Source: an optimization exercise on an open RTL-to-GDS flow (aim: small area and a short achievable clock period). Production flows keep margins and buffers that such runs may drop. Function was checked by simulation only, so behaviour that the tests miss may differ from the original.

`flow/config.mk`:
```
export PLATFORM = sky130hd
export DESIGN_NAME = notch_filter
export DESIGN_NICKNAME = notch_filter
export VERILOG_FILES = /design/flow/design.v
export SDC_FILE = /design/flow/constraint.sdc
export NUM_CORES = 4
export LEC_CHECK = 0
export CAP_MARGIN = 20
export CORE_MARGIN = 2
export CORE_UTILIZATION = 40
export SLEW_MARGIN = 20
```
`flow/constraint.sdc`:
```
create_clock -name core_clock -period 12.0 [get_ports {clk}]
set_input_delay 2.4000 -clock core_clock [delete_from_list [all_inputs] [get_ports {clk}]]
set_output_delay 2.4000 -clock core_clock [all_outputs]
set_load 0.01 [all_outputs]
```
`flow/design.v`:
```
`timescale 1ns / 1ps
module notch_filter #(
    parameter int DATA_WIDTH = 16
)(
    input  logic                    clk,
    input  logic                    rst_n,
    input  logic                    valid_i,
    input  logic signed [DATA_WIDTH-1:0] data_i,
    output logic                    valid_o,
    output logic signed [DATA_WIDTH-1:0] data_o
);
    logic [15:0] x;
    logic [31:0] s1, s2;
    logic [8:1] p;
    logic n80;
    logic n81;
    logic n82;
    logic n83;
    logic n84;
    logic n85;
    logic n86;
    logic n87;
    logic n88;
    logic n89;
    logic n90;
    logic n91;
    logic n92;
    logic n93;
    logic n94;
    logic n95;
    logic n96;
    logic n97;
    logic n98;
    logic n99;
    logic n100;
    logic n101;
    logic n102;
    logic n103;
    logic n104;
    logic n105;
    logic n106;
    logic n107;
    logic n108;
    logic n109;
    logic n110;
    logic n111;
    logic n112;
    logic n113;
    logic n114;
    logic n115;
    logic n116;
    logic n117;
    logic n118;
    logic n119;
    logic n120;
    logic n121;
    logic n122;
    logic n123;
    logic n124;
    logic n125;
    logic n126;
    logic n127;
    logic n128;
    logic n129;
    logic n130;
    logic n131;
    logic n132;
    logic n133;
    logic n134;
    logic n135;
    logic n136;
    logic n137;
    logic n138;
    logic n139;
    logic n140;
    logic n141;
    logic n142;
    logic n143;
    logic n144;
    logic n145;
    logic n146;
    logic n147;
    logic n148;
    logic n149;
    logic n150;
    logic n151;
    logic n152;
    logic n153;
    logic n154;
    logic n155;
    logic n156;
    logic n157;
    logic n158;
    logic n159;
    logic n160;
    logic n161;
    logic n162;
    logic n163;
    logic n164;
    logic n165;
    logic n166;
    logic n167;
    logic n168;
    logic n169;
    logic n170;
    logic n171;
    logic n172;
    logic n173;
    logic n174;
    logic n175;
    logic n176;
    logic n177;
    logic n178;
    logic n179;
    logic n180;
    logic n181;
    logic n182;
    logic n183;
    logic n184;
    logic n185;
    logic n186;
    logic n187;
    logic n188;
    logic n189;
    logic n190;
    logic n191;
    logic n192;
    logic n193;
    logic n194;
    logic n195;
    logic n196;
    logic n197;
    logic n198;
    logic n199;
    logic n200;
    logic n201;
    logic n202;
    logic n203;
    logic n204;
    logic n205;
    logic n206;
    logic n207;
    logic n208;
    logic n209;
    logic n210;
    logic n211;
    logic n212;
    logic n213;
    logic n214;
    logic n215;
    logic n216;
    logic n217;
    logic n218;
    logic n219;
    logic n220;
    logic n221;
    logic n222;
    logic n223;
    logic n224;
    logic n225;
    logic n226;
    logic n227;
    logic n228;
    logic n229;
    logic n230;
    logic n231;
    logic n232;
    logic n233;
    logic n234;
    logic n235;
    logic n236;
    logic n237;
    logic n238;
    logic n239;
    logic n240;
    logic n241;
    logic n242;
    logic n243;
    logic n244;
    logic n245;
    logic n246;
    logic n247;
    logic n248;
    logic n249;
    logic n250;
    logic n251;
    logic n252;
    logic n253;
    logic n254;
    logic n255;
    logic n256;
    logic n257;
    logic n258;
    logic n259;
    logic n260;
    logic n261;
    logic n262;
    logic n263;
    logic n264;
    logic n265;
    logic n266;
    logic n267;
    logic n268;
    logic n269;
    logic n270;
    logic n271;
    logic n272;
    logic n273;
    logic n274;
    logic n275;
    logic n276;
    logic n277;
    logic n278;
    logic n279;
    logic n280;
    logic n281;
    logic n282;
    logic n283;
    logic n284;
    logic n285;
    logic n286;
    logic n287;
    logic n288;
    logic n289;
    logic n290;
    logic n291;
    logic n292;
    logic n293;
    logic n294;
    logic n295;
    logic n296;
    logic n297;
    logic n298;
    logic n299;
    logic n300;
    logic n301;
    logic n302;
    logic n303;
    logic n304;
    logic n305;
    logic n306;
    logic n307;
    logic n308;
    logic n309;
    logic n310;
    logic n311;
    logic n312;
    logic n313;
    logic n314;
    logic n315;
    logic n316;
    logic n317;
    logic n318;
    logic n319;
    logic n320;
    logic n321;
    logic n322;
    logic n323;
    logic n324;
    logic n325;
    logic n326;
    logic n327;
    logic n328;
    logic n329;
    logic n348;
    logic n349;
    logic n350;
    logic n351;
    logic n352;
    logic n353;
    logic n354;
    logic n355;
    logic n356;
    logic n357;
    logic n358;
    logic n359;
    logic n360;
    logic n361;
    logic n362;
    logic n363;
    logic n364;
    logic n365;
    logic n366;
    logic n367;
    logic n368;
    logic n369;
    logic n370;
    logic n371;
    logic n372;
    logic n373;
    logic n374;
    logic n375;
    logic n376;
    logic n377;
    logic n378;
    logic n379;
    logic n380;
    logic n381;
    logic n382;
    logic n383;
    logic n384;
    logic n385;
    logic n386;
    logic n387;
    logic n388;
    logic n389;
    logic n390;
    logic n391;
    logic n392;
    logic n393;
    logic n394;
    logic n395;
    logic n396;
    logic n397;
    logic n398;
    logic n399;
    logic n400;
    logic n401;
    logic n402;
    logic n403;
    logic n404;
    logic n405;
    logic n406;
    logic n407;
    logic n408;
    logic n409;
    logic n410;
    logic n411;
    logic n412;
    logic n413;
    logic n414;
    logic n415;
    logic n416;
    logic n417;
    logic n418;
    logic n419;
    logic n420;
    logic n421;
    logic n422;
    logic n423;
    logic n424;
    logic n425;
    logic n426;
    logic n427;
    logic n428;
    logic n429;
    logic n430;
    logic n431;
    logic n432;
    logic n433;
    logic n434;
    logic n435;
    logic n436;
    logic n437;
    logic n438;
    logic n439;
    logic n440;
    logic n441;
    logic n442;
    logic n443;
    logic n444;
    logic n445;
    logic n446;
    logic n447;
    logic n448;
    logic n449;
    logic n450;
    logic n451;
    logic n452;
    logic n453;
    logic n454;
    logic n455;
    logic n456;
    logic n457;
    logic n458;
    logic n459;
    logic n460;
    logic n461;
    logic n462;
    logic n463;
    logic n464;
    logic n465;
    logic n466;
    logic n467;
    logic n468;
    logic n469;
    logic n470;
    logic n471;
    logic n472;
    logic n473;
    logic n474;
    logic n475;
    logic n476;
    logic n477;
    logic n478;
    logic n479;
    logic n480;
    logic n481;
    logic n482;
    logic n483;
    logic n484;
    logic n485;
    logic n486;
    logic n487;
    logic n488;
    logic n489;
    logic n490;
    logic n491;
    logic n492;
    logic n493;
    logic n494;
    logic n495;
    logic n496;
    logic n497;
    logic n498;
    logic n499;
    logic n500;
    logic n501;
    logic n502;
    logic n503;
    logic n504;
    logic n505;
    logic n506;
    logic n507;
    logic n508;
    logic n509;
    logic n510;
    logic n511;
    logic n512;
    logic n513;
    logic n514;
    logic n515;
    logic n516;
    logic n517;
    logic n518;
    logic n519;
    logic n520;
    logic n521;
    logic n522;
    logic n523;
    logic n524;
    logic n525;
    logic n526;
    logic n527;
    logic n528;
    logic n529;
    logic n530;
    logic n531;
    logic n532;
    logic n533;
    logic n534;
    logic n535;
    logic n536;
    logic n537;
    logic n538;
    logic n539;
    logic n540;
    logic n541;
    logic n542;
    logic n543;
    logic n544;
    logic n545;
    logic n546;
    logic n547;
    logic n548;
    logic n549;
    logic n550;
    logic n551;
    logic n552;
    logic n553;
    logic n554;
    logic n555;
    logic n556;
    logic n557;
    logic n558;
    logic n559;
    logic n560;
    logic n561;
    logic n562;
    logic n563;
    logic n564;
    logic n565;
    logic n566;
    logic n567;
    logic n568;
    logic n569;
    logic n570;
    logic n571;
    logic n572;
    logic n573;
    logic n574;
    logic n575;
    logic n576;
    logic n577;
    logic n578;
    logic n579;
    logic n580;
    logic n581;
    logic n582;
    logic n583;
    logic n584;
    logic n585;
    logic n586;
    logic n587;
    logic n588;
    logic n589;
    logic n590;
    logic n591;
    logic n592;
    logic n593;
    logic n594;
    logic n595;
    logic n596;
    logic n597;
    logic n88_d1;
    logic n90_d1;
    logic n92_d1;
    logic n94_d1;
    logic n96_d1;
    logic n98_d1;
    logic n99_d1;
    logic n108_d1;
    logic n109_d1;
    logic n120_d1;
    logic n121_d1;
    logic n138_d1;
    logic n140_d1;
    logic n141_d1;
    logic n145_d1;
    logic n162_d1;
    logic n163_d1;
    logic n180_d1;
    logic n181_d1;
    logic n200_d1;
    logic n201_d1;
    logic n222_d1;
    logic n223_d1;
    logic n240_d1;
    logic n241_d1;
    logic n258_d1;
    logic n260_d1;
    logic n261_d1;
    logic n285_d1;
    logic n302_d1;
    logic n303_d1;
    logic n321_d1;
    logic n348_d1;
    logic n350_d1;
    logic n352_d1;
    logic n353_d1;
    logic n368_d1;
    logic n370_d1;
    logic n372_d1;
    logic n373_d1;
    logic n391_d1;
    logic n409_d1;
    logic n412_d1;
    logic n412_d2;
    logic n413_d1;
    logic n414_d1;
    logic n416_d1;
    logic n418_d1;
    logic n420_d1;
    logic n422_d1;
    logic n424_d1;
    logic n426_d1;
    logic n428_d1;
    logic n430_d1;
    logic n431_d1;
    logic n440_d1;
    logic n442_d1;
    logic n444_d1;
    logic n446_d1;
    logic n447_d1;
    logic n448_d1;
    logic n450_d1;
    logic n452_d1;
    logic n454_d1;
    logic n456_d1;
    logic n457_d1;
    logic n458_d1;
    logic n460_d1;
    logic n462_d1;
    logic n464_d1;
    logic n466_d1;
    logic n468_d1;
    logic n470_d1;
    logic n472_d1;
    logic n474_d1;
    logic n476_d1;
    logic n477_d1;
    logic n478_d1;
    logic n480_d1;
    logic n482_d1;
    logic n484_d1;
    logic n485_d1;
    logic n486_d1;
    logic n487_d1;
    logic n504_d1;
    logic n505_d1;
    logic n524_d1;
    logic n525_d1;
    logic n535_d1;
    logic n549_d1;
    logic n566_d1;
    logic n567_d1;
    logic n586_d1;
    logic n587_d1;
    logic n596_d1;
    logic xd15_1;
    logic xd15_2;
    assign n80 = x[2] ^ x[0];
    assign n81 = x[2] & x[0];
    assign n82 = x[3] ^ x[1] ^ n81;
    assign n83 = (x[3] & x[1]) | (x[3] & n81) | (x[1] & n81);
    assign n84 = x[4] ^ x[2] ^ n83;
    assign n85 = (x[4] & x[2]) | (x[4] & n83) | (x[2] & n83);
    assign n86 = x[5] ^ x[3] ^ n85;
    assign n87 = (x[5] & x[3]) | (x[5] & n85) | (x[3] & n85);
    assign n88 = x[6] ^ x[4] ^ n87;
    assign n89 = (x[6] & x[4]) | (x[6] & n87) | (x[4] & n87);
    assign n90 = x[7] ^ x[5] ^ n89;
    assign n91 = (x[7] & x[5]) | (x[7] & n89) | (x[5] & n89);
    assign n92 = x[8] ^ x[6] ^ n91;
    assign n93 = (x[8] & x[6]) | (x[8] & n91) | (x[6] & n91);
    assign n94 = x[9] ^ x[7] ^ n93;
    assign n95 = (x[9] & x[7]) | (x[9] & n93) | (x[7] & n93);
    assign n96 = x[10] ^ x[8] ^ n95;
    assign n97 = (x[10] & x[8]) | (x[10] & n95) | (x[8] & n95);
    assign n98 = x[11] ^ x[9] ^ n97;
    assign n99 = (x[11] & x[9]) | (x[11] & n97) | (x[9] & n97);
    assign n100 = x[12] ^ x[10] ^ n99_d1;
    assign n101 = (x[12] & x[10]) | (x[12] & n99_d1) | (x[10] & n99_d1);
    assign n102 = x[13] ^ x[11] ^ n101;
    assign n103 = (x[13] & x[11]) | (x[13] & n101) | (x[11] & n101);
    assign n104 = x[14] ^ x[12] ^ n103;
    assign n105 = (x[14] & x[12]) | (x[14] & n103) | (x[12] & n103);
    assign n106 = x[15] ^ x[13] ^ n105;
    assign n107 = (x[15] & x[13]) | (x[15] & n105) | (x[13] & n105);
    assign n108 = x[15] ^ x[14] ^ n107;
    assign n109 = (x[15] & x[14]) | (x[15] & n107) | (x[14] & n107);
    assign n110 = n86 ^ x[0];
    assign n111 = n86 & x[0];
    assign n112 = n88 ^ x[1] ^ n111;
    assign n113 = (n88 & x[1]) | (n88 & n111) | (x[1] & n111);
    assign n114 = n90 ^ n80 ^ n113;
    assign n115 = (n90 & n80) | (n90 & n113) | (n80 & n113);
    assign n116 = n92 ^ n82 ^ n115;
    assign n117 = (n92 & n82) | (n92 & n115) | (n82 & n115);
    assign n118 = n94 ^ n84 ^ n117;
    assign n119 = (n94 & n84) | (n94 & n117) | (n84 & n117);
    assign n120 = n96 ^ n86 ^ n119;
    assign n121 = (n96 & n86) | (n96 & n119) | (n86 & n119);
    assign n122 = n98_d1 ^ n88_d1 ^ n121_d1;
    assign n123 = (n98_d1 & n88_d1) | (n98_d1 & n121_d1) | (n88_d1 & n121_d1);
    assign n124 = n100 ^ n90_d1 ^ n123;
    assign n125 = (n100 & n90_d1) | (n100 & n123) | (n90_d1 & n123);
    assign n126 = n102 ^ n92_d1 ^ n125;
    assign n127 = (n102 & n92_d1) | (n102 & n125) | (n92_d1 & n125);
    assign n128 = n104 ^ n94_d1 ^ n127;
    assign n129 = (n104 & n94_d1) | (n104 & n127) | (n94_d1 & n127);
    assign n130 = n106 ^ n96_d1 ^ n129;
    assign n131 = (n106 & n96_d1) | (n106 & n129) | (n96_d1 & n129);
    assign n132 = n108 ^ n98_d1 ^ n131;
    assign n133 = (n108 & n98_d1) | (n108 & n131) | (n98_d1 & n131);
    assign n134 = n109 ^ n100 ^ n133;
    assign n135 = (n109 & n100) | (n109 & n133) | (n100 & n133);
    assign n136 = x[15] ^ n102 ^ n135;
    assign n137 = (x[15] & n102) | (x[15] & n135) | (n102 & n135);
    assign n138 = x[15] ^ n104 ^ n137;
    assign n139 = (x[15] & n104) | (x[15] & n137) | (n104 & n137);
    assign n140 = x[15] ^ n106 ^ n139;
    assign n141 = (x[15] & n106) | (x[15] & n139) | (n106 & n139);
    assign n142 = x[15] ^ n108_d1 ^ n141_d1;
    assign n143 = (x[15] & n108_d1) | (x[15] & n141_d1) | (n108_d1 & n141_d1);
    assign n144 = x[15] ^ n109_d1 ^ n143;
    assign n145 = (x[15] & n109_d1) | (x[15] & n143) | (n109_d1 & n143);
    assign n146 = ~x[1] ^ ~x[0];
    assign n147 = ~x[1] & ~x[0];
    assign n148 = ~n80 ^ n147;
    assign n149 = ~n80 & n147;
    assign n150 = ~n82 ^ n149;
    assign n151 = ~n82 & n149;
    assign n152 = ~n84 ^ n151;
    assign n153 = ~n84 & n151;
    assign n154 = ~n110 ^ n153;
    assign n155 = ~n110 & n153;
    assign n156 = ~n112 ^ n155;
    assign n157 = ~n112 & n155;
    assign n158 = ~n114 ^ n157;
    assign n159 = ~n114 & n157;
    assign n160 = ~n116 ^ n159;
    assign n161 = ~n116 & n159;
    assign n162 = ~n118 ^ n161;
    assign n163 = ~n118 & n161;
    assign n164 = ~n120_d1 ^ n163_d1;
    assign n165 = ~n120_d1 & n163_d1;
    assign n166 = ~n122 ^ n165;
    assign n167 = ~n122 & n165;
    assign n168 = x[0] ^ ~n124 ^ n167;
    assign n169 = (x[0] & ~n124) | (x[0] & n167) | (~n124 & n167);
    assign n170 = x[1] ^ ~n126 ^ n169;
    assign n171 = (x[1] & ~n126) | (x[1] & n169) | (~n126 & n169);
    assign n172 = x[2] ^ ~n128 ^ n171;
    assign n173 = (x[2] & ~n128) | (x[2] & n171) | (~n128 & n171);
    assign n174 = x[3] ^ ~n130 ^ n173;
    assign n175 = (x[3] & ~n130) | (x[3] & n173) | (~n130 & n173);
    assign n176 = x[4] ^ ~n132 ^ n175;
    assign n177 = (x[4] & ~n132) | (x[4] & n175) | (~n132 & n175);
    assign n178 = x[5] ^ ~n134 ^ n177;
    assign n179 = (x[5] & ~n134) | (x[5] & n177) | (~n134 & n177);
    assign n180 = x[6] ^ ~n136 ^ n179;
    assign n181 = (x[6] & ~n136) | (x[6] & n179) | (~n136 & n179);
    assign n182 = x[7] ^ ~n138_d1 ^ n181_d1;
    assign n183 = (x[7] & ~n138_d1) | (x[7] & n181_d1) | (~n138_d1 & n181_d1);
    assign n184 = x[8] ^ ~n140_d1 ^ n183;
    assign n185 = (x[8] & ~n140_d1) | (x[8] & n183) | (~n140_d1 & n183);
    assign n186 = x[9] ^ ~n142 ^ n185;
    assign n187 = (x[9] & ~n142) | (x[9] & n185) | (~n142 & n185);
    assign n188 = x[10] ^ ~n144 ^ n187;
    assign n189 = (x[10] & ~n144) | (x[10] & n187) | (~n144 & n187);
    assign n190 = x[11] ^ ~n145 ^ n189;
    assign n191 = (x[11] & ~n145) | (x[11] & n189) | (~n145 & n189);
    assign n192 = x[12] ^ ~n145 ^ n191;
    assign n193 = (x[12] & ~n145) | (x[12] & n191) | (~n145 & n191);
    assign n194 = x[13] ^ ~n145 ^ n193;
    assign n195 = (x[13] & ~n145) | (x[13] & n193) | (~n145 & n193);
    assign n196 = x[14] ^ ~n145 ^ n195;
    assign n197 = (x[14] & ~n145) | (x[14] & n195) | (~n145 & n195);
    assign n198 = x[15] ^ ~n145 ^ n197;
    assign n199 = (x[15] & ~n145) | (x[15] & n197) | (~n145 & n197);
    assign n200 = x[15] ^ ~n145 ^ n199;
    assign n201 = (x[15] & ~n145) | (x[15] & n199) | (~n145 & n199);
    assign n202 = x[15] ^ ~n145_d1 ^ n201_d1;
    assign n203 = (x[15] & ~n145_d1) | (x[15] & n201_d1) | (~n145_d1 & n201_d1);
    assign n204 = x[15] ^ ~n145_d1 ^ n203;
    assign n205 = (x[15] & ~n145_d1) | (x[15] & n203) | (~n145_d1 & n203);
    assign n206 = x[15] ^ ~n145_d1 ^ n205;
    assign n207 = (x[15] & ~n145_d1) | (x[15] & n205) | (~n145_d1 & n205);
    assign n208 = x[3] ^ n146 ^ n81;
    assign n209 = (x[3] & n146) | (x[3] & n81) | (n146 & n81);
    assign n210 = x[4] ^ n148 ^ n209;
    assign n211 = (x[4] & n148) | (x[4] & n209) | (n148 & n209);
    assign n212 = x[5] ^ n150 ^ n211;
    assign n213 = (x[5] & n150) | (x[5] & n211) | (n150 & n211);
    assign n214 = x[6] ^ n152 ^ n213;
    assign n215 = (x[6] & n152) | (x[6] & n213) | (n152 & n213);
    assign n216 = x[7] ^ n154 ^ n215;
    assign n217 = (x[7] & n154) | (x[7] & n215) | (n154 & n215);
    assign n218 = x[8] ^ n156 ^ n217;
    assign n219 = (x[8] & n156) | (x[8] & n217) | (n156 & n217);
    assign n220 = x[9] ^ n158 ^ n219;
    assign n221 = (x[9] & n158) | (x[9] & n219) | (n158 & n219);
    assign n222 = x[10] ^ n160 ^ n221;
    assign n223 = (x[10] & n160) | (x[10] & n221) | (n160 & n221);
    assign n224 = x[11] ^ n162_d1 ^ n223_d1;
    assign n225 = (x[11] & n162_d1) | (x[11] & n223_d1) | (n162_d1 & n223_d1);
    assign n226 = x[12] ^ n164 ^ n225;
    assign n227 = (x[12] & n164) | (x[12] & n225) | (n164 & n225);
    assign n228 = x[13] ^ n166 ^ n227;
    assign n229 = (x[13] & n166) | (x[13] & n227) | (n166 & n227);
    assign n230 = x[14] ^ n168 ^ n229;
    assign n231 = (x[14] & n168) | (x[14] & n229) | (n168 & n229);
    assign n232 = x[15] ^ n170 ^ n231;
    assign n233 = (x[15] & n170) | (x[15] & n231) | (n170 & n231);
    assign n234 = x[15] ^ n172 ^ n233;
    assign n235 = (x[15] & n172) | (x[15] & n233) | (n172 & n233);
    assign n236 = x[15] ^ n174 ^ n235;
    assign n237 = (x[15] & n174) | (x[15] & n235) | (n174 & n235);
    assign n238 = x[15] ^ n176 ^ n237;
    assign n239 = (x[15] & n176) | (x[15] & n237) | (n176 & n237);
    assign n240 = x[15] ^ n178 ^ n239;
    assign n241 = (x[15] & n178) | (x[15] & n239) | (n178 & n239);
    assign n242 = x[15] ^ n180_d1 ^ n241_d1;
    assign n243 = (x[15] & n180_d1) | (x[15] & n241_d1) | (n180_d1 & n241_d1);
    assign n244 = x[15] ^ n182 ^ n243;
    assign n245 = (x[15] & n182) | (x[15] & n243) | (n182 & n243);
    assign n246 = x[15] ^ n184 ^ n245;
    assign n247 = (x[15] & n184) | (x[15] & n245) | (n184 & n245);
    assign n248 = x[15] ^ n186 ^ n247;
    assign n249 = (x[15] & n186) | (x[15] & n247) | (n186 & n247);
    assign n250 = x[15] ^ n188 ^ n249;
    assign n251 = (x[15] & n188) | (x[15] & n249) | (n188 & n249);
    assign n252 = x[15] ^ n190 ^ n251;
    assign n253 = (x[15] & n190) | (x[15] & n251) | (n190 & n251);
    assign n254 = x[15] ^ n192 ^ n253;
    assign n255 = (x[15] & n192) | (x[15] & n253) | (n192 & n253);
    assign n256 = x[15] ^ n194 ^ n255;
    assign n257 = (x[15] & n194) | (x[15] & n255) | (n194 & n255);
    assign n258 = x[15] ^ n196 ^ n257;
    assign n259 = (x[15] & n196) | (x[15] & n257) | (n196 & n257);
    assign n260 = x[15] ^ n198 ^ n259;
    assign n261 = (x[15] & n198) | (x[15] & n259) | (n198 & n259);
    assign n262 = x[15] ^ n200_d1 ^ n261_d1;
    assign n263 = (x[15] & n200_d1) | (x[15] & n261_d1) | (n200_d1 & n261_d1);
    assign n264 = x[15] ^ n200_d1 ^ n263;
    assign n265 = (x[15] & n200_d1) | (x[15] & n263) | (n200_d1 & n263);
    assign n266 = s1[0] ^ x[0];
    assign n267 = s1[0] & x[0];
    assign n268 = s1[1] ^ x[1] ^ n267;
    assign n269 = (s1[1] & x[1]) | (s1[1] & n267) | (x[1] & n267);
    assign n270 = s1[2] ^ n80 ^ n269;
    assign n271 = (s1[2] & n80) | (s1[2] & n269) | (n80 & n269);
    assign n272 = s1[3] ^ n208 ^ n271;
    assign n273 = (s1[3] & n208) | (s1[3] & n271) | (n208 & n271);
    assign n274 = s1[4] ^ n210 ^ n273;
    assign n275 = (s1[4] & n210) | (s1[4] & n273) | (n210 & n273);
    assign n276 = s1[5] ^ n212 ^ n275;
    assign n277 = (s1[5] & n212) | (s1[5] & n275) | (n212 & n275);
    assign n278 = s1[6] ^ n214 ^ n277;
    assign n279 = (s1[6] & n214) | (s1[6] & n277) | (n214 & n277);
    assign n280 = s1[7] ^ n216 ^ n279;
    assign n281 = (s1[7] & n216) | (s1[7] & n279) | (n216 & n279);
    assign n282 = s1[8] ^ n218 ^ n281;
    assign n283 = (s1[8] & n218) | (s1[8] & n281) | (n218 & n281);
    assign n284 = s1[9] ^ n220 ^ n283;
    assign n285 = (s1[9] & n220) | (s1[9] & n283) | (n220 & n283);
    assign n286 = s1[10] ^ n222_d1 ^ n285_d1;
    assign n287 = (s1[10] & n222_d1) | (s1[10] & n285_d1) | (n222_d1 & n285_d1);
    assign n288 = s1[11] ^ n224 ^ n287;
    assign n289 = (s1[11] & n224) | (s1[11] & n287) | (n224 & n287);
    assign n290 = s1[12] ^ n226 ^ n289;
    assign n291 = (s1[12] & n226) | (s1[12] & n289) | (n226 & n289);
    assign n292 = s1[13] ^ n228 ^ n291;
    assign n293 = (s1[13] & n228) | (s1[13] & n291) | (n228 & n291);
    assign n294 = s1[14] ^ n230 ^ n293;
    assign n295 = (s1[14] & n230) | (s1[14] & n293) | (n230 & n293);
    assign n296 = s1[15] ^ n232 ^ n295;
    assign n297 = (s1[15] & n232) | (s1[15] & n295) | (n232 & n295);
    assign n298 = s1[16] ^ n234 ^ n297;
    assign n299 = (s1[16] & n234) | (s1[16] & n297) | (n234 & n297);
    assign n300 = s1[17] ^ n236 ^ n299;
    assign n301 = (s1[17] & n236) | (s1[17] & n299) | (n236 & n299);
    assign n302 = s1[18] ^ n238 ^ n301;
    assign n303 = (s1[18] & n238) | (s1[18] & n301) | (n238 & n301);
    assign n304 = s1[19] ^ n240_d1 ^ n303_d1;
    assign n305 = (s1[19] & n240_d1) | (s1[19] & n303_d1) | (n240_d1 & n303_d1);
    assign n306 = s1[20] ^ n242 ^ n305;
    assign n307 = (s1[20] & n242) | (s1[20] & n305) | (n242 & n305);
    assign n308 = s1[21] ^ n244 ^ n307;
    assign n309 = (s1[21] & n244) | (s1[21] & n307) | (n244 & n307);
    assign n310 = s1[22] ^ n246 ^ n309;
    assign n311 = (s1[22] & n246) | (s1[22] & n309) | (n246 & n309);
    assign n312 = s1[23] ^ n248 ^ n311;
    assign n313 = (s1[23] & n248) | (s1[23] & n311) | (n248 & n311);
    assign n314 = s1[24] ^ n250 ^ n313;
    assign n315 = (s1[24] & n250) | (s1[24] & n313) | (n250 & n313);
    assign n316 = s1[25] ^ n252 ^ n315;
    assign n317 = (s1[25] & n252) | (s1[25] & n315) | (n252 & n315);
    assign n318 = s1[26] ^ n254 ^ n317;
    assign n319 = (s1[26] & n254) | (s1[26] & n317) | (n254 & n317);
    assign n320 = s1[27] ^ n256 ^ n319;
    assign n321 = (s1[27] & n256) | (s1[27] & n319) | (n256 & n319);
    assign n322 = s1[28] ^ n258_d1 ^ n321_d1;
    assign n323 = (s1[28] & n258_d1) | (s1[28] & n321_d1) | (n258_d1 & n321_d1);
    assign n324 = s1[29] ^ n260_d1 ^ n323;
    assign n325 = (s1[29] & n260_d1) | (s1[29] & n323) | (n260_d1 & n323);
    assign n326 = s1[30] ^ n262 ^ n325;
    assign n327 = (s1[30] & n262) | (s1[30] & n325) | (n262 & n325);
    assign n328 = s1[31] ^ n262 ^ n327;
    assign n329 = (s1[31] & n262) | (s1[31] & n327) | (n262 & n327);
    assign n348 = ~x[0] ^ n294;
    assign n349 = ~x[0] & n294;
    assign n350 = ~x[1] ^ n296 ^ n349;
    assign n351 = (~x[1] & n296) | (~x[1] & n349) | (n296 & n349);
    assign n352 = ~x[2] ^ n298 ^ n351;
    assign n353 = (~x[2] & n298) | (~x[2] & n351) | (n298 & n351);
    assign n354 = x[3] ^ s1[17] ^ ~n353_d1;
    assign n355 = (x[3] & s1[17]) | (x[3] & ~n353_d1) | (s1[17] & ~n353_d1);
    assign n356 = x[4] ^ ~n302_d1 ^ n355;
    assign n357 = (x[4] & ~n302_d1) | (x[4] & n355) | (~n302_d1 & n355);
    assign n358 = x[5] ^ ~n304 ^ n357;
    assign n359 = (x[5] & ~n304) | (x[5] & n357) | (~n304 & n357);
    assign n360 = x[6] ^ ~n306 ^ n359;
    assign n361 = (x[6] & ~n306) | (x[6] & n359) | (~n306 & n359);
    assign n362 = x[7] ^ ~n308 ^ n361;
    assign n363 = (x[7] & ~n308) | (x[7] & n361) | (~n308 & n361);
    assign n364 = x[8] ^ ~n310 ^ n363;
    assign n365 = (x[8] & ~n310) | (x[8] & n363) | (~n310 & n363);
    assign n366 = x[9] ^ ~n312 ^ n365;
    assign n367 = (x[9] & ~n312) | (x[9] & n365) | (~n312 & n365);
    assign n368 = x[10] ^ ~n314 ^ n367;
    assign n369 = (x[10] & ~n314) | (x[10] & n367) | (~n314 & n367);
    assign n370 = x[11] ^ ~n316 ^ n369;
    assign n371 = (x[11] & ~n316) | (x[11] & n369) | (~n316 & n369);
    assign n372 = x[12] ^ ~n318 ^ n371;
    assign n373 = (x[12] & ~n318) | (x[12] & n371) | (~n318 & n371);
    assign n374 = x[13] ^ s1[27] ^ n373_d1;
    assign n375 = (x[13] & s1[27]) | (x[13] & n373_d1) | (s1[27] & n373_d1);
    assign n376 = x[14] ^ ~n322 ^ n375;
    assign n377 = (x[14] & ~n322) | (x[14] & n375) | (~n322 & n375);
    assign n378 = x[15] ^ ~n324 ^ n377;
    assign n379 = (x[15] & ~n324) | (x[15] & n377) | (~n324 & n377);
    assign n380 = x[15] ^ ~n326 ^ n379;
    assign n381 = (x[15] & ~n326) | (x[15] & n379) | (~n326 & n379);
    assign n382 = x[15] ^ ~n328 ^ n381;
    assign n383 = (x[15] & ~n328) | (x[15] & n381) | (~n328 & n381);
    assign n384 = x[15] ^ ~n328 ^ n383;
    assign n385 = (x[15] & ~n328) | (x[15] & n383) | (~n328 & n383);
    assign n386 = x[15] ^ ~n328 ^ n385;
    assign n387 = (x[15] & ~n328) | (x[15] & n385) | (~n328 & n385);
    assign n388 = x[15] ^ ~n328 ^ n387;
    assign n389 = (x[15] & ~n328) | (x[15] & n387) | (~n328 & n387);
    assign n390 = x[15] ^ ~n328 ^ n389;
    assign n391 = (x[15] & ~n328) | (x[15] & n389) | (~n328 & n389);
    assign n392 = xd15_1 ^ s1[31] ^ n391_d1;
    assign n393 = (xd15_1 & s1[31]) | (xd15_1 & n391_d1) | (s1[31] & n391_d1);
    assign n394 = xd15_1 ^ s1[31] ^ n393;
    assign n395 = (xd15_1 & s1[31]) | (xd15_1 & n393) | (s1[31] & n393);
    assign n396 = xd15_1 ^ s1[31] ^ n395;
    assign n397 = (xd15_1 & s1[31]) | (xd15_1 & n395) | (s1[31] & n395);
    assign n398 = xd15_1 ^ s1[31] ^ n397;
    assign n399 = (xd15_1 & s1[31]) | (xd15_1 & n397) | (s1[31] & n397);
    assign n400 = xd15_1 ^ s1[31] ^ n399;
    assign n401 = (xd15_1 & s1[31]) | (xd15_1 & n399) | (s1[31] & n399);
    assign n402 = xd15_1 ^ s1[31] ^ n401;
    assign n403 = (xd15_1 & s1[31]) | (xd15_1 & n401) | (s1[31] & n401);
    assign n404 = xd15_1 ^ s1[31] ^ n403;
    assign n405 = (xd15_1 & s1[31]) | (xd15_1 & n403) | (s1[31] & n403);
    assign n406 = xd15_1 ^ s1[31] ^ n405;
    assign n407 = (xd15_1 & s1[31]) | (xd15_1 & n405) | (s1[31] & n405);
    assign n408 = xd15_1 ^ s1[31] ^ n407;
    assign n409 = (xd15_1 & s1[31]) | (xd15_1 & n407) | (s1[31] & n407);
    assign n410 = xd15_2 ^ s1[31] ^ n409_d1;
    assign n411 = (xd15_2 & s1[31]) | (xd15_2 & n409_d1) | (s1[31] & n409_d1);
    assign n412 = ~n350 ^ ~n348;
    assign n413 = ~n350 & ~n348;
    assign n414 = n352_d1 ^ n350_d1 ^ ~n413_d1;
    assign n415 = (n352_d1 & n350_d1) | (n352_d1 & ~n413_d1) | (n350_d1 & ~n413_d1);
    assign n416 = ~n354 ^ n352_d1 ^ n415;
    assign n417 = (~n354 & n352_d1) | (~n354 & n415) | (n352_d1 & n415);
    assign n418 = n356 ^ n354 ^ ~n417;
    assign n419 = (n356 & n354) | (n356 & ~n417) | (n354 & ~n417);
    assign n420 = n358 ^ n356 ^ n419;
    assign n421 = (n358 & n356) | (n358 & n419) | (n356 & n419);
    assign n422 = n360 ^ n358 ^ n421;
    assign n423 = (n360 & n358) | (n360 & n421) | (n358 & n421);
    assign n424 = n362 ^ n360 ^ n423;
    assign n425 = (n362 & n360) | (n362 & n423) | (n360 & n423);
    assign n426 = n364 ^ n362 ^ n425;
    assign n427 = (n364 & n362) | (n364 & n425) | (n362 & n425);
    assign n428 = n366 ^ n364 ^ n427;
    assign n429 = (n366 & n364) | (n366 & n427) | (n364 & n427);
    assign n430 = n368 ^ n366 ^ n429;
    assign n431 = (n368 & n366) | (n368 & n429) | (n366 & n429);
    assign n432 = n370_d1 ^ n368_d1 ^ n431_d1;
    assign n433 = (n370_d1 & n368_d1) | (n370_d1 & n431_d1) | (n368_d1 & n431_d1);
    assign n434 = n372_d1 ^ n370_d1 ^ n433;
    assign n435 = (n372_d1 & n370_d1) | (n372_d1 & n433) | (n370_d1 & n433);
    assign n436 = n374 ^ n372_d1 ^ n435;
    assign n437 = (n374 & n372_d1) | (n374 & n435) | (n372_d1 & n435);
    assign n438 = n376 ^ n374 ^ n437;
    assign n439 = (n376 & n374) | (n376 & n437) | (n374 & n437);
    assign n440 = n378 ^ n376 ^ n439;
    assign n441 = (n378 & n376) | (n378 & n439) | (n376 & n439);
    assign n442 = n380 ^ n378 ^ n441;
    assign n443 = (n380 & n378) | (n380 & n441) | (n378 & n441);
    assign n444 = n382 ^ n380 ^ n443;
    assign n445 = (n382 & n380) | (n382 & n443) | (n380 & n443);
    assign n446 = n384 ^ n382 ^ n445;
    assign n447 = (n384 & n382) | (n384 & n445) | (n382 & n445);
    assign n448 = n420 ^ ~n348_d1;
    assign n449 = n420 & ~n348_d1;
    assign n450 = n422 ^ n412_d1 ^ n449;
    assign n451 = (n422 & n412_d1) | (n422 & n449) | (n412_d1 & n449);
    assign n452 = n424 ^ ~n414 ^ n451;
    assign n453 = (n424 & ~n414) | (n424 & n451) | (~n414 & n451);
    assign n454 = n426 ^ ~n416 ^ n453;
    assign n455 = (n426 & ~n416) | (n426 & n453) | (~n416 & n453);
    assign n456 = n428 ^ n418 ^ n455;
    assign n457 = (n428 & n418) | (n428 & n455) | (n418 & n455);
    assign n458 = n430_d1 ^ n420_d1 ^ n457_d1;
    assign n459 = (n430_d1 & n420_d1) | (n430_d1 & n457_d1) | (n420_d1 & n457_d1);
    assign n460 = n432 ^ n422_d1 ^ n459;
    assign n461 = (n432 & n422_d1) | (n432 & n459) | (n422_d1 & n459);
    assign n462 = n434 ^ n424_d1 ^ n461;
    assign n463 = (n434 & n424_d1) | (n434 & n461) | (n424_d1 & n461);
    assign n464 = n436 ^ n426_d1 ^ n463;
    assign n465 = (n436 & n426_d1) | (n436 & n463) | (n426_d1 & n463);
    assign n466 = n438 ^ n428_d1 ^ n465;
    assign n467 = (n438 & n428_d1) | (n438 & n465) | (n428_d1 & n465);
    assign n468 = n440 ^ n430_d1 ^ n467;
    assign n469 = (n440 & n430_d1) | (n440 & n467) | (n430_d1 & n467);
    assign n470 = n442 ^ n432 ^ n469;
    assign n471 = (n442 & n432) | (n442 & n469) | (n432 & n469);
    assign n472 = n444 ^ n434 ^ n471;
    assign n473 = (n444 & n434) | (n444 & n471) | (n434 & n471);
    assign n474 = n446 ^ n436 ^ n473;
    assign n475 = (n446 & n436) | (n446 & n473) | (n436 & n473);
    assign n476 = n447 ^ n438 ^ n475;
    assign n477 = (n447 & n438) | (n447 & n475) | (n438 & n475);
    assign n478 = n447_d1 ^ n440_d1 ^ n477_d1;
    assign n479 = (n447_d1 & n440_d1) | (n447_d1 & n477_d1) | (n440_d1 & n477_d1);
    assign n480 = n447_d1 ^ n442_d1 ^ n479;
    assign n481 = (n447_d1 & n442_d1) | (n447_d1 & n479) | (n442_d1 & n479);
    assign n482 = n447_d1 ^ n444_d1 ^ n481;
    assign n483 = (n447_d1 & n444_d1) | (n447_d1 & n481) | (n444_d1 & n481);
    assign n484 = n447_d1 ^ n446_d1 ^ n483;
    assign n485 = (n447_d1 & n446_d1) | (n447_d1 & n483) | (n446_d1 & n483);
    assign n486 = n454 ^ ~n348_d1;
    assign n487 = n454 & ~n348_d1;
    assign n488 = n456_d1 ^ n412_d2 ^ n487_d1;
    assign n489 = (n456_d1 & n412_d2) | (n456_d1 & n487_d1) | (n412_d2 & n487_d1);
    assign n490 = n458 ^ ~n414_d1 ^ n489;
    assign n491 = (n458 & ~n414_d1) | (n458 & n489) | (~n414_d1 & n489);
    assign n492 = n460 ^ ~n416_d1 ^ n491;
    assign n493 = (n460 & ~n416_d1) | (n460 & n491) | (~n416_d1 & n491);
    assign n494 = n462 ^ n418_d1 ^ n493;
    assign n495 = (n462 & n418_d1) | (n462 & n493) | (n418_d1 & n493);
    assign n496 = n464 ^ n448_d1 ^ n495;
    assign n497 = (n464 & n448_d1) | (n464 & n495) | (n448_d1 & n495);
    assign n498 = n466 ^ n450_d1 ^ n497;
    assign n499 = (n466 & n450_d1) | (n466 & n497) | (n450_d1 & n497);
    assign n500 = n468 ^ n452_d1 ^ n499;
    assign n501 = (n468 & n452_d1) | (n468 & n499) | (n452_d1 & n499);
    assign n502 = n470 ^ n454_d1 ^ n501;
    assign n503 = (n470 & n454_d1) | (n470 & n501) | (n454_d1 & n501);
    assign n504 = n472 ^ n456_d1 ^ n503;
    assign n505 = (n472 & n456_d1) | (n472 & n503) | (n456_d1 & n503);
    assign n506 = n474_d1 ^ n458_d1 ^ n505_d1;
    assign n507 = (n474_d1 & n458_d1) | (n474_d1 & n505_d1) | (n458_d1 & n505_d1);
    assign n508 = n476_d1 ^ n460_d1 ^ n507;
    assign n509 = (n476_d1 & n460_d1) | (n476_d1 & n507) | (n460_d1 & n507);
    assign n510 = n478 ^ n462_d1 ^ n509;
    assign n511 = (n478 & n462_d1) | (n478 & n509) | (n462_d1 & n509);
    assign n512 = n480 ^ n464_d1 ^ n511;
    assign n513 = (n480 & n464_d1) | (n480 & n511) | (n464_d1 & n511);
    assign n514 = n482 ^ n466_d1 ^ n513;
    assign n515 = (n482 & n466_d1) | (n482 & n513) | (n466_d1 & n513);
    assign n516 = n484 ^ n468_d1 ^ n515;
    assign n517 = (n484 & n468_d1) | (n484 & n515) | (n468_d1 & n515);
    assign n518 = n485 ^ n470_d1 ^ n517;
    assign n519 = (n485 & n470_d1) | (n485 & n517) | (n470_d1 & n517);
    assign n520 = n485 ^ n472_d1 ^ n519;
    assign n521 = (n485 & n472_d1) | (n485 & n519) | (n472_d1 & n519);
    assign n522 = n485 ^ n474_d1 ^ n521;
    assign n523 = (n485 & n474_d1) | (n485 & n521) | (n474_d1 & n521);
    assign n524 = n485 ^ n476_d1 ^ n523;
    assign n525 = (n485 & n476_d1) | (n485 & n523) | (n476_d1 & n523);
    assign n526 = n485_d1 ^ n478_d1 ^ n525_d1;
    assign n527 = (n485_d1 & n478_d1) | (n485_d1 & n525_d1) | (n478_d1 & n525_d1);
    assign n528 = n485_d1 ^ n480_d1 ^ n527;
    assign n529 = (n485_d1 & n480_d1) | (n485_d1 & n527) | (n480_d1 & n527);
    assign n530 = n485_d1 ^ n482_d1 ^ n529;
    assign n531 = (n485_d1 & n482_d1) | (n485_d1 & n529) | (n482_d1 & n529);
    assign n532 = n485_d1 ^ n484_d1 ^ n531;
    assign n533 = (n485_d1 & n484_d1) | (n485_d1 & n531) | (n484_d1 & n531);
    assign n534 = ~n348 ^ s2[0];
    assign n535 = ~n348 & s2[0];
    assign n536 = n412_d1 ^ s2[1] ^ n535_d1;
    assign n537 = (n412_d1 & s2[1]) | (n412_d1 & n535_d1) | (s2[1] & n535_d1);
    assign n538 = ~n414 ^ s2[2] ^ n537;
    assign n539 = (~n414 & s2[2]) | (~n414 & n537) | (s2[2] & n537);
    assign n540 = ~n416 ^ s2[3] ^ n539;
    assign n541 = (~n416 & s2[3]) | (~n416 & n539) | (s2[3] & n539);
    assign n542 = n418 ^ s2[4] ^ n541;
    assign n543 = (n418 & s2[4]) | (n418 & n541) | (s2[4] & n541);
    assign n544 = n448 ^ s2[5] ^ n543;
    assign n545 = (n448 & s2[5]) | (n448 & n543) | (s2[5] & n543);
    assign n546 = n450 ^ s2[6] ^ n545;
    assign n547 = (n450 & s2[6]) | (n450 & n545) | (s2[6] & n545);
    assign n548 = n452 ^ s2[7] ^ n547;
    assign n549 = (n452 & s2[7]) | (n452 & n547) | (s2[7] & n547);
    assign n550 = n486_d1 ^ s2[8] ^ n549_d1;
    assign n551 = (n486_d1 & s2[8]) | (n486_d1 & n549_d1) | (s2[8] & n549_d1);
    assign n552 = n488 ^ s2[9] ^ n551;
    assign n553 = (n488 & s2[9]) | (n488 & n551) | (s2[9] & n551);
    assign n554 = n490 ^ s2[10] ^ n553;
    assign n555 = (n490 & s2[10]) | (n490 & n553) | (s2[10] & n553);
    assign n556 = n492 ^ s2[11] ^ n555;
    assign n557 = (n492 & s2[11]) | (n492 & n555) | (s2[11] & n555);
    assign n558 = n494 ^ s2[12] ^ n557;
    assign n559 = (n494 & s2[12]) | (n494 & n557) | (s2[12] & n557);
    assign n560 = n496 ^ s2[13] ^ n559;
    assign n561 = (n496 & s2[13]) | (n496 & n559) | (s2[13] & n559);
    assign n562 = n498 ^ s2[14] ^ n561;
    assign n563 = (n498 & s2[14]) | (n498 & n561) | (s2[14] & n561);
    assign n564 = n500 ^ s2[15] ^ n563;
    assign n565 = (n500 & s2[15]) | (n500 & n563) | (s2[15] & n563);
    assign n566 = n502 ^ s2[16] ^ n565;
    assign n567 = (n502 & s2[16]) | (n502 & n565) | (s2[16] & n565);
    assign n568 = n504_d1 ^ s2[17] ^ n567_d1;
    assign n569 = (n504_d1 & s2[17]) | (n504_d1 & n567_d1) | (s2[17] & n567_d1);
    assign n570 = n506 ^ s2[18] ^ n569;
    assign n571 = (n506 & s2[18]) | (n506 & n569) | (s2[18] & n569);
    assign n572 = n508 ^ s2[19] ^ n571;
    assign n573 = (n508 & s2[19]) | (n508 & n571) | (s2[19] & n571);
    assign n574 = n510 ^ s2[20] ^ n573;
    assign n575 = (n510 & s2[20]) | (n510 & n573) | (s2[20] & n573);
    assign n576 = n512 ^ s2[21] ^ n575;
    assign n577 = (n512 & s2[21]) | (n512 & n575) | (s2[21] & n575);
    assign n578 = n514 ^ s2[22] ^ n577;
    assign n579 = (n514 & s2[22]) | (n514 & n577) | (s2[22] & n577);
    assign n580 = n516 ^ s2[23] ^ n579;
    assign n581 = (n516 & s2[23]) | (n516 & n579) | (s2[23] & n579);
    assign n582 = n518 ^ s2[24] ^ n581;
    assign n583 = (n518 & s2[24]) | (n518 & n581) | (s2[24] & n581);
    assign n584 = n520 ^ s2[25] ^ n583;
    assign n585 = (n520 & s2[25]) | (n520 & n583) | (s2[25] & n583);
    assign n586 = n522 ^ s2[26] ^ n585;
    assign n587 = (n522 & s2[26]) | (n522 & n585) | (s2[26] & n585);
    assign n588 = n524_d1 ^ s2[27] ^ n587_d1;
    assign n589 = (n524_d1 & s2[27]) | (n524_d1 & n587_d1) | (s2[27] & n587_d1);
    assign n590 = n526 ^ s2[28] ^ n589;
    assign n591 = (n526 & s2[28]) | (n526 & n589) | (s2[28] & n589);
    assign n592 = n528 ^ s2[29] ^ n591;
    assign n593 = (n528 & s2[29]) | (n528 & n591) | (s2[29] & n591);
    assign n594 = n530 ^ s2[30] ^ n593;
    assign n595 = (n530 & s2[30]) | (n530 & n593) | (s2[30] & n593);
    assign n596 = n532 ^ s2[31] ^ n595;
    assign n597 = (n532 & s2[31]) | (n532 & n595) | (s2[31] & n595);
    always_ff @(posedge clk) begin
        n88_d1 <= n88;
        n90_d1 <= n90;
        n92_d1 <= n92;
        n94_d1 <= n94;
        n96_d1 <= n96;
        n98_d1 <= n98;
        n99_d1 <= n99;
        n108_d1 <= n108;
        n109_d1 <= n109;
        n120_d1 <= n120;
        n121_d1 <= n121;
        n138_d1 <= n138;
        n140_d1 <= n140;
        n141_d1 <= n141;
        n145_d1 <= n145;
        n162_d1 <= n162;
        n163_d1 <= n163;
        n180_d1 <= n180;
        n181_d1 <= n181;
        n200_d1 <= n200;
        n201_d1 <= n201;
        n222_d1 <= n222;
        n223_d1 <= n223;
        n240_d1 <= n240;
        n241_d1 <= n241;
        n258_d1 <= n258;
        n260_d1 <= n260;
        n261_d1 <= n261;
        n285_d1 <= n285;
        n302_d1 <= n302;
        n303_d1 <= n303;
        n321_d1 <= n321;
        n348_d1 <= n348;
        n350_d1 <= n350;
        n352_d1 <= n352;
        n353_d1 <= n353;
        n368_d1 <= n368;
        n370_d1 <= n370;
        n372_d1 <= n372;
        n373_d1 <= n373;
        n391_d1 <= n391;
        n409_d1 <= n409;
        n412_d1 <= n412;
        n412_d2 <= n412_d1;
        n413_d1 <= n413;
        n414_d1 <= n414;
        n416_d1 <= n416;
        n418_d1 <= n418;
        n420_d1 <= n420;
        n422_d1 <= n422;
        n424_d1 <= n424;
        n426_d1 <= n426;
        n428_d1 <= n428;
        n430_d1 <= n430;
        n431_d1 <= n431;
        n440_d1 <= n440;
        n442_d1 <= n442;
        n444_d1 <= n444;
        n446_d1 <= n446;
        n447_d1 <= n447;
        n448_d1 <= n448;
        n450_d1 <= n450;
        n452_d1 <= n452;
        n454_d1 <= n454;
        n456_d1 <= n456;
        n457_d1 <= n457;
        n458_d1 <= n458;
        n460_d1 <= n460;
        n462_d1 <= n462;
        n464_d1 <= n464;
        n466_d1 <= n466;
        n468_d1 <= n468;
        n470_d1 <= n470;
        n472_d1 <= n472;
        n474_d1 <= n474;
        n476_d1 <= n476;
        n477_d1 <= n477;
        n478_d1 <= n478;
        n480_d1 <= n480;
        n482_d1 <= n482;
        n484_d1 <= n484;
        n485_d1 <= n485;
        n486_d1 <= n486;
        n487_d1 <= n487;
        n504_d1 <= n504;
        n505_d1 <= n505;
        n524_d1 <= n524;
        n525_d1 <= n525;
        n535_d1 <= n535;
        n549_d1 <= n549;
        n566_d1 <= n566;
        n567_d1 <= n567;
        n586_d1 <= n586;
        n587_d1 <= n587;
        n596_d1 <= n596;
        xd15_1 <= x[15];
        xd15_2 <= xd15_1;
        if (valid_i) x <= data_i;
    end
    always_ff @(posedge clk or negedge rst_n) begin
        if (!rst_n) begin
            p  <= '0;
            s1 <= '0;
            s2 <= '0;
        end else begin
            p <= {p[7:1], valid_i};
            if (p[2]) s1[0] <= n534;
            if (p[3]) s1[1] <= n536;
            if (p[3]) s1[2] <= n538;
            if (p[3]) s1[3] <= n540;
            if (p[3]) s1[4] <= n542;
            if (p[3]) s1[5] <= n544;
            if (p[3]) s1[6] <= n546;
            if (p[3]) s1[7] <= n548;
            if (p[4]) s1[8] <= n550;
            if (p[4]) s1[9] <= n552;
            if (p[4]) s1[10] <= n554;
            if (p[4]) s1[11] <= n556;
            if (p[4]) s1[12] <= n558;
            if (p[4]) s1[13] <= n560;
            if (p[2]) s1[14] <= ~n294;
            if (p[4]) s1[14] <= n562;
            if (p[2]) s1[15] <= ~n296;
            if (p[4]) s1[15] <= n564;
            if (p[2]) s1[16] <= ~n298;
            if (p[5]) s1[16] <= n566_d1;
            if (p[2]) s1[17] <= ~n300;
            if (p[5]) s1[17] <= n568;
            if (p[3]) s1[18] <= ~n302_d1;
            if (p[5]) s1[18] <= n570;
            if (p[3]) s1[19] <= ~n304;
            if (p[5]) s1[19] <= n572;
            if (p[3]) s1[20] <= ~n306;
            if (p[5]) s1[20] <= n574;
            if (p[3]) s1[21] <= ~n308;
            if (p[5]) s1[21] <= n576;
            if (p[3]) s1[22] <= ~n310;
            if (p[5]) s1[22] <= n578;
            if (p[3]) s1[23] <= ~n312;
            if (p[5]) s1[23] <= n580;
            if (p[3]) s1[24] <= ~n314;
            if (p[5]) s1[24] <= n582;
            if (p[3]) s1[25] <= ~n316;
            if (p[5]) s1[25] <= n584;
            if (p[3]) s1[26] <= ~n318;
            if (p[6]) s1[26] <= n586_d1;
            if (p[3]) s1[27] <= ~n320;
            if (p[6]) s1[27] <= n588;
            if (p[4]) s1[28] <= ~n322;
            if (p[6]) s1[28] <= n590;
            if (p[4]) s1[29] <= ~n324;
            if (p[6]) s1[29] <= n592;
            if (p[4]) s1[30] <= ~n326;
            if (p[6]) s1[30] <= n594;
            if (p[4]) s1[31] <= ~n328;
            if (p[7]) s1[31] <= n596_d1;
            if (p[5]) s2[7:0] <= ds_s2;
            if (p[6]) s2[15:8] <= ds_s2;
            if (p[7]) s2[23:16] <= ds_s2;
            if (p[8]) s2[31:24] <= ds_s2;
        end
    end
    function automatic logic [8:0] add8(input logic [7:0] a, input logic [7:0] b, input logic cin);
        logic c;
        c = cin;
        for (int i = 0; i < 8; i++) begin
            add8[i] = a[i] ^ b[i] ^ c;
            c = (a[i] & b[i]) | (a[i] & c) | (b[i] & c);
        end
        add8[8] = c;
    endfunction
    logic [15:0] ds_xq1;
    logic [15:0] ds_xq2;
    logic [15:0] ds_xq3;
    logic [7:0] ds_x, ds_q, ds_d, ds_e, ds_e5, ds_e165, ds_t2, ds_s2;
    logic [7:0] ds_rd, ds_rd1, ds_rd2, ds_re;
    logic [1:0] ds_eh, ds_e165h;
    logic [4:0] ds_e5h;
    logic ds_ca1, ds_ca2, ds_cb1, ds_cb2, ds_cc1, ds_cc2;
    logic [8:0] ds_sa1, ds_sa2, ds_sb1, ds_sb2, ds_sc1, ds_sc2;
    assign ds_x = p[4] ? x[7:0] : p[5] ? ds_xq1[15:8] : p[6] ? {8{ds_xq2[15]}} : {8{ds_xq3[15]}};
    assign ds_q = p[4] ? s1[21:14] : p[5] ? s1[29:22] : p[6] ? {{6{s1[31]}}, s1[31:30]} : {8{s1[31]}};
    assign ds_sa1 = add8(ds_x, ds_q, p[4] | ds_ca1);
    assign ds_d = ds_sa1[7:0];
    assign ds_sa2 = add8(ds_d, ds_q, p[4] | ds_ca2);
    assign ds_e = ds_sa2[7:0];
    assign ds_sb1 = add8(ds_re, {ds_re[5:0], p[5] ? 2'b0 : ds_eh}, ~p[5] & ds_cb1);
    assign ds_e5 = ds_sb1[7:0];
    assign ds_sb2 = add8(ds_e5, {ds_e5[2:0], p[5] ? 5'b0 : ds_e5h}, ~p[5] & ds_cb2);
    assign ds_e165 = ds_sb2[7:0];
    assign ds_sc1 = add8(ds_re, {p[5] ? 2'b0 : ds_rd1[1:0], (p[5] | p[6]) ? 6'b0 : ds_rd2[7:2]}, ~p[5] & ds_cc1);
    assign ds_t2 = ds_sc1[7:0];
    assign ds_sc2 = add8(ds_t2, ~{ds_e165[5:0], p[5] ? 2'b0 : ds_e165h}, p[5] | ds_cc2);
    assign ds_s2 = ds_sc2[7:0];
    always_ff @(posedge clk) begin
        ds_xq1 <= x;
        ds_xq2 <= ds_xq1;
        ds_xq3 <= ds_xq2;
        ds_ca1 <= ds_sa1[8];
        ds_ca2 <= ds_sa2[8];
        ds_re <= ds_e;
        ds_rd <= ds_d;
        ds_rd1 <= ds_rd;
        ds_rd2 <= ds_rd1;
        ds_cb1 <= ds_sb1[8];
        ds_cb2 <= ds_sb2[8];
        ds_cc1 <= ds_sc1[8];
        ds_cc2 <= ds_sc2[8];
        ds_eh <= ds_re[7:6];
        ds_e5h <= ds_e5[7:3];
        ds_e165h <= ds_e165[7:6];
    end
    assign valid_o = p[4];
    assign data_o[0] = ~s1[14];
    assign data_o[1] = ~s1[15];
    assign data_o[2] = ~s1[16];
    assign data_o[3] = ~s1[17];
    assign data_o[4] = ~s1[18];
    assign data_o[5] = ~s1[19];
    assign data_o[6] = ~s1[20];
    assign data_o[7] = ~s1[21];
    assign data_o[8] = ~s1[22];
    assign data_o[9] = ~s1[23];
    assign data_o[10] = ~s1[24];
    assign data_o[11] = ~s1[25];
    assign data_o[12] = ~s1[26];
    assign data_o[13] = ~s1[27];
    assign data_o[14] = n322;
    assign data_o[15] = n324;
endmodule
```
`flow/run.sh`:
```
#!/bin/bash
# synth_recipe.tcl (not shown) runs the flow's synth.tcl, then flattens the netlist and writes it again
# the make line also repeats each setting of config.mk as NAME=value (left out here)
make -C /OpenROAD-flow-scripts/flow DESIGN_CONFIG=/design/flow/config.mk WORK_HOME=/design/flow/orfs CLKGATE_MAP_FILE= SYNTH_SCRIPT=/design/flow/synth_recipe.tcl finish
```
==> flow_summary.toml <==
[run_status]
status = "no timing/DRC/antenna violations"

[logic_synthesis]
syn_avg_cell_area_um2 = 12.6
ys.flop_type = "dfxtp_1"
yosysWarningCount = 1
synthSimpleGateAreaFrac_pct = 2.93
synth_top_area_cell = "fa_1"
syn_inst = 1025
synth_compound_area_share_pct = 4.13
yosys-top-cells-area = "fa_1, dfxtp_1, dfrtp_1, inv_1, edfxtp_1"
syn-cell-area_mm2 = 0.0129
synth.area.mux_share_pct = 2.87
synth_seq_cells = 234
synth.top_cell.area_share_pct = 37.9
synth_top_cells_by_count = "inv_1, fa_1, dfxtp_1, dfrtp_1, a21oi_1"
yosysUniqueCellTypes = 35
syn_nets = 1306
synth.most_common_cell = "inv_1"
synth-seq-area-share_pct = 40.4
synthXorXnorAreaFrac_pct = 0.602
synthAdderAreaFrac_pct = 39.8
synthArstFlopShare_pct = 30.8
synth_top_family_by_area = "adder cells"
synth-edff-count = 16

[global_routing]
antenna_found_initial = 0
grt_max_degree = 73
grt_pass1_wl_um = 43000
grt_usage_pct = 17.3
grt_pass1_vias = 7564
grt_remaining_overflow = 0

[setup_path]
cp-start-kind = "register"
r2r_cells = 13
cp-startpoint = "p[5]$_DFF_PN0_"
r2r-start = "p[5]$_DFF_PN0_"
r2r-end = "ds_re[7]$_DFF_P_"
crit_type = "reg2reg"
crit_path_max_fanout = 60
rrSetupSlack_ps = 6110
crit_required_ps = 12410
arrival_ps = 6310
crit_path_end = "ds_re[7]$_DFF_P_"
cp-end-kind = "register"

[route]
vias_per_cell = 4.50
drt_iter0_drc = 319
drc = 0
drt_wl_total_um = 26800
wl_per_cell_um = 18.0
postRouteAntennaNets = 0
route.vias.total = 6697
dr.pass1.iters = 4

[cts]
clock_path_buffers = 3
clk_latency_ps = 540
h-tree-depth = 1
cts_resized = 0
post_cts_buffers = 0
cts_tree = "built"
root_buffer = "clkbuf_16"
cts-hold-fix-buffers = 0
clkSinkCount = 234
cts.clk_slew.worst_paths_ps = 70
cts_buffers = 25

[sta]
tightestPinTransition_ps = 992
hold_viol_final = 0
timing.final.crit_share_pct = 49.1
fmaxAchievable_mhz = 170
setup_viol = 0
finalMaxSlewViolations = 0
tns_ps = 0
rsz0062_at_grt = "false"
fin_skew_ps = 30.0
period_needed_ps = 5890
maxSlewHeadroom_pct = 33.8

[placed_design]
place_inst = 1441
port_buffers = 35
finalWeightedCongestion = 0.848
dp_hpwl_um = 21300

[finish]
multi_input_comb_area_mm2 = 0.00649
ff_latch_area_mm2 = 0.00521
diodes = 0
syn2layout_area_growth_pct = 12.6
fill_cells = 2813
nets = 1347
drive_above_1_share_pct = 5.53
final-instance-count-excl-fill = 1487

[floorplanning]
fp.dieW_um = 183
rows = 65
io_pins = 36
dieArea_mm2 = 0.0336
die_h_um = 183
core_mm2 = 0.0316
initial_core_util_pct = 40.7

[hold_path]
min_path_type = "reg2reg"

[run]
drv_cap = 0
==> logic make-up after synthesis <==
logic type | count (synthesis)
buffers and inverters | 306
and+or+nand+nor | 85
xor gates and xnor gates | 8
muxes | 36
AOI/OAI and AO/OA | 92
DFF | 234
adders and majority gates | 264
==> state kept, by name, summed over array words and instances (netlist names), 2 cells and up <==
| name | flops |
|---|---|
| x | 16 |
| ds_e5h | 5 |
| ds_rd | 8 |
| s2 | 32 |
| ds_e165h | 2 |
| s1 | 32 |
| p | 8 |
| ds_rd1 | 8 |
| ds_eh | 2 |
| ds_xq1 | 8 |
| ds_rd2 | 6 |
| ds_re | 8 |
==> cell type report <==
| class | instances | area share, % |
|---|---|---|
| Tap cell | 402 | 3.47 |
| Clock buffer | 30 | 4.81 |
| Timing Repair Buffer | 39 | 2.61 |
| Clock inverter | 16 | 1.19 |
| Sequential cell | 234 | 35.9 |
| Multi-Input combinational cell | 485 | 44.7 |
| Inverter | 281 | 7.27 |
==> cells in the final DEF (no fill, tap or decap), types with 2 or more instances in the layout <==
| cell type | netlist | layout |
|---|---|---|
| a211oi_1 | 19 | 19 |
| a21oi_1 | 45 | 45 |
| and2_1 | 3 | 3 |
| buf_4 | 2 | 5 |
| bufinv_16 | 0 | 3 |
| clkbuf_1 | 11 | 2 |
| clkbuf_16 | 0 | 27 |
| clkdlybuf4s50_1 | 0 | 34 |
| clkinv_1 | 0 | 2 |
| clkinv_2 | 0 | 4 |
| clkinvlp_4 | 0 | 3 |
| dfrtp_1 | 72 | 70 |
| dfrtp_2 | 0 | 2 |
| dfxtp_1 | 146 | 146 |
| edfxtp_1 | 16 | 16 |
| fa_1 | 244 | 244 |
| ha_1 | 18 | 18 |
| inv_1 | 281 | 281 |
| inv_6 | 0 | 3 |
| maj3_1 | 2 | 2 |
| mux2_2 | 7 | 7 |
| mux2i_1 | 29 | 29 |
| nand2_1 | 27 | 27 |
| nand2b_1 | 8 | 8 |
| nor2_1 | 34 | 34 |
| nor2b_1 | 7 | 7 |
| o2111ai_1 | 2 | 2 |
| o21ai_0 | 19 | 19 |
| o22ai_1 | 3 | 3 |
| or2_2 | 3 | 3 |
| xnor2_1 | 7 | 7 |
==> metal layers <==
layer	global-route usage (%)	up-vias	routed length, um
met2	30.1	90	13400
met5	0	-	0
met1	23.6	3470	12100
met3	1.58	41	747
li1	-	3096	-
met4	4.13	0	579
==> worst min path at each step <==
stage / startpoint / end / slack (ps) / depth (start not counted)
after floorplan: ds_rd[0]$_DFF_P_ / ds_rd1[0]$_DFF_P_ / 310 / 0
after global placement: ds_rd[2]$_DFF_P_ / ds_rd1[2]$_DFF_P_ / 310 / 0
after detailed placement: ds_rd[2]$_DFF_P_ / ds_rd1[2]$_DFF_P_ / 310 / 0
after CTS: ds_rd1[6]$_DFF_P_ / ds_rd2[6]$_DFF_P_ / 330 / 0
after global routing: ds_rd[2]$_DFF_P_ / ds_rd1[2]$_DFF_P_ / 330 / 0
final: ds_rd1[6]$_DFF_P_ / ds_rd2[6]$_DFF_P_ / 330 / 0
==> through the flow <==
stage                     hold slack [ps]  instance area [um2]  worst slack, ps  utilization (%)
after CTS                             325                14500             6140             45.8
after floorplan                       310                12900             6510                -
after detailed placement              312                13600             6170             43.1
after global placement                313                13600             6210             43.1
after global routing                  330                14500             5890             45.8
final                                 326                14500             6110             45.8
==> critical path, stage by stage (launching register included) <==
cell and delay (ps):
dfrtp_2 340, buf_4 520, nor2_1 290, a211oi_1 290, a21oi_1 90, fa_1 450
fa_1 480, fa_1 460, fa_1 460, fa_1 460, fa_1 460, fa_1 540
fa_1 450, fa_1 430

## what the ideal ports hide
Ports are ideal in the flow. The routed layout listed here was re-timed in OpenROAD.
Step 1 assumes that a clkbuf_16 drives the clock port and a buf_2 every other input.
Step 2 times the ports against the registers' clock, not the clock port: input delays grow and output delays shrink by t, the midpoint of the rising clock arrivals with the driver on.
Slacks: ideal / step 1 / step 2; pairs: ideal / step 1.
shift t [ns]: 0.574
setup slack, ns: 6.109 / 6.109 / 6.109
worst setup path at the end: register to register
clock arrival spread, ns: 0.031 / 0.030
worst slew at a driven data input, ns: 0.04
After both steps setup and hold are still met in this run. The setup slack of this run moves by 0.000 ns with the drivers and by 0.000 ns with both steps.
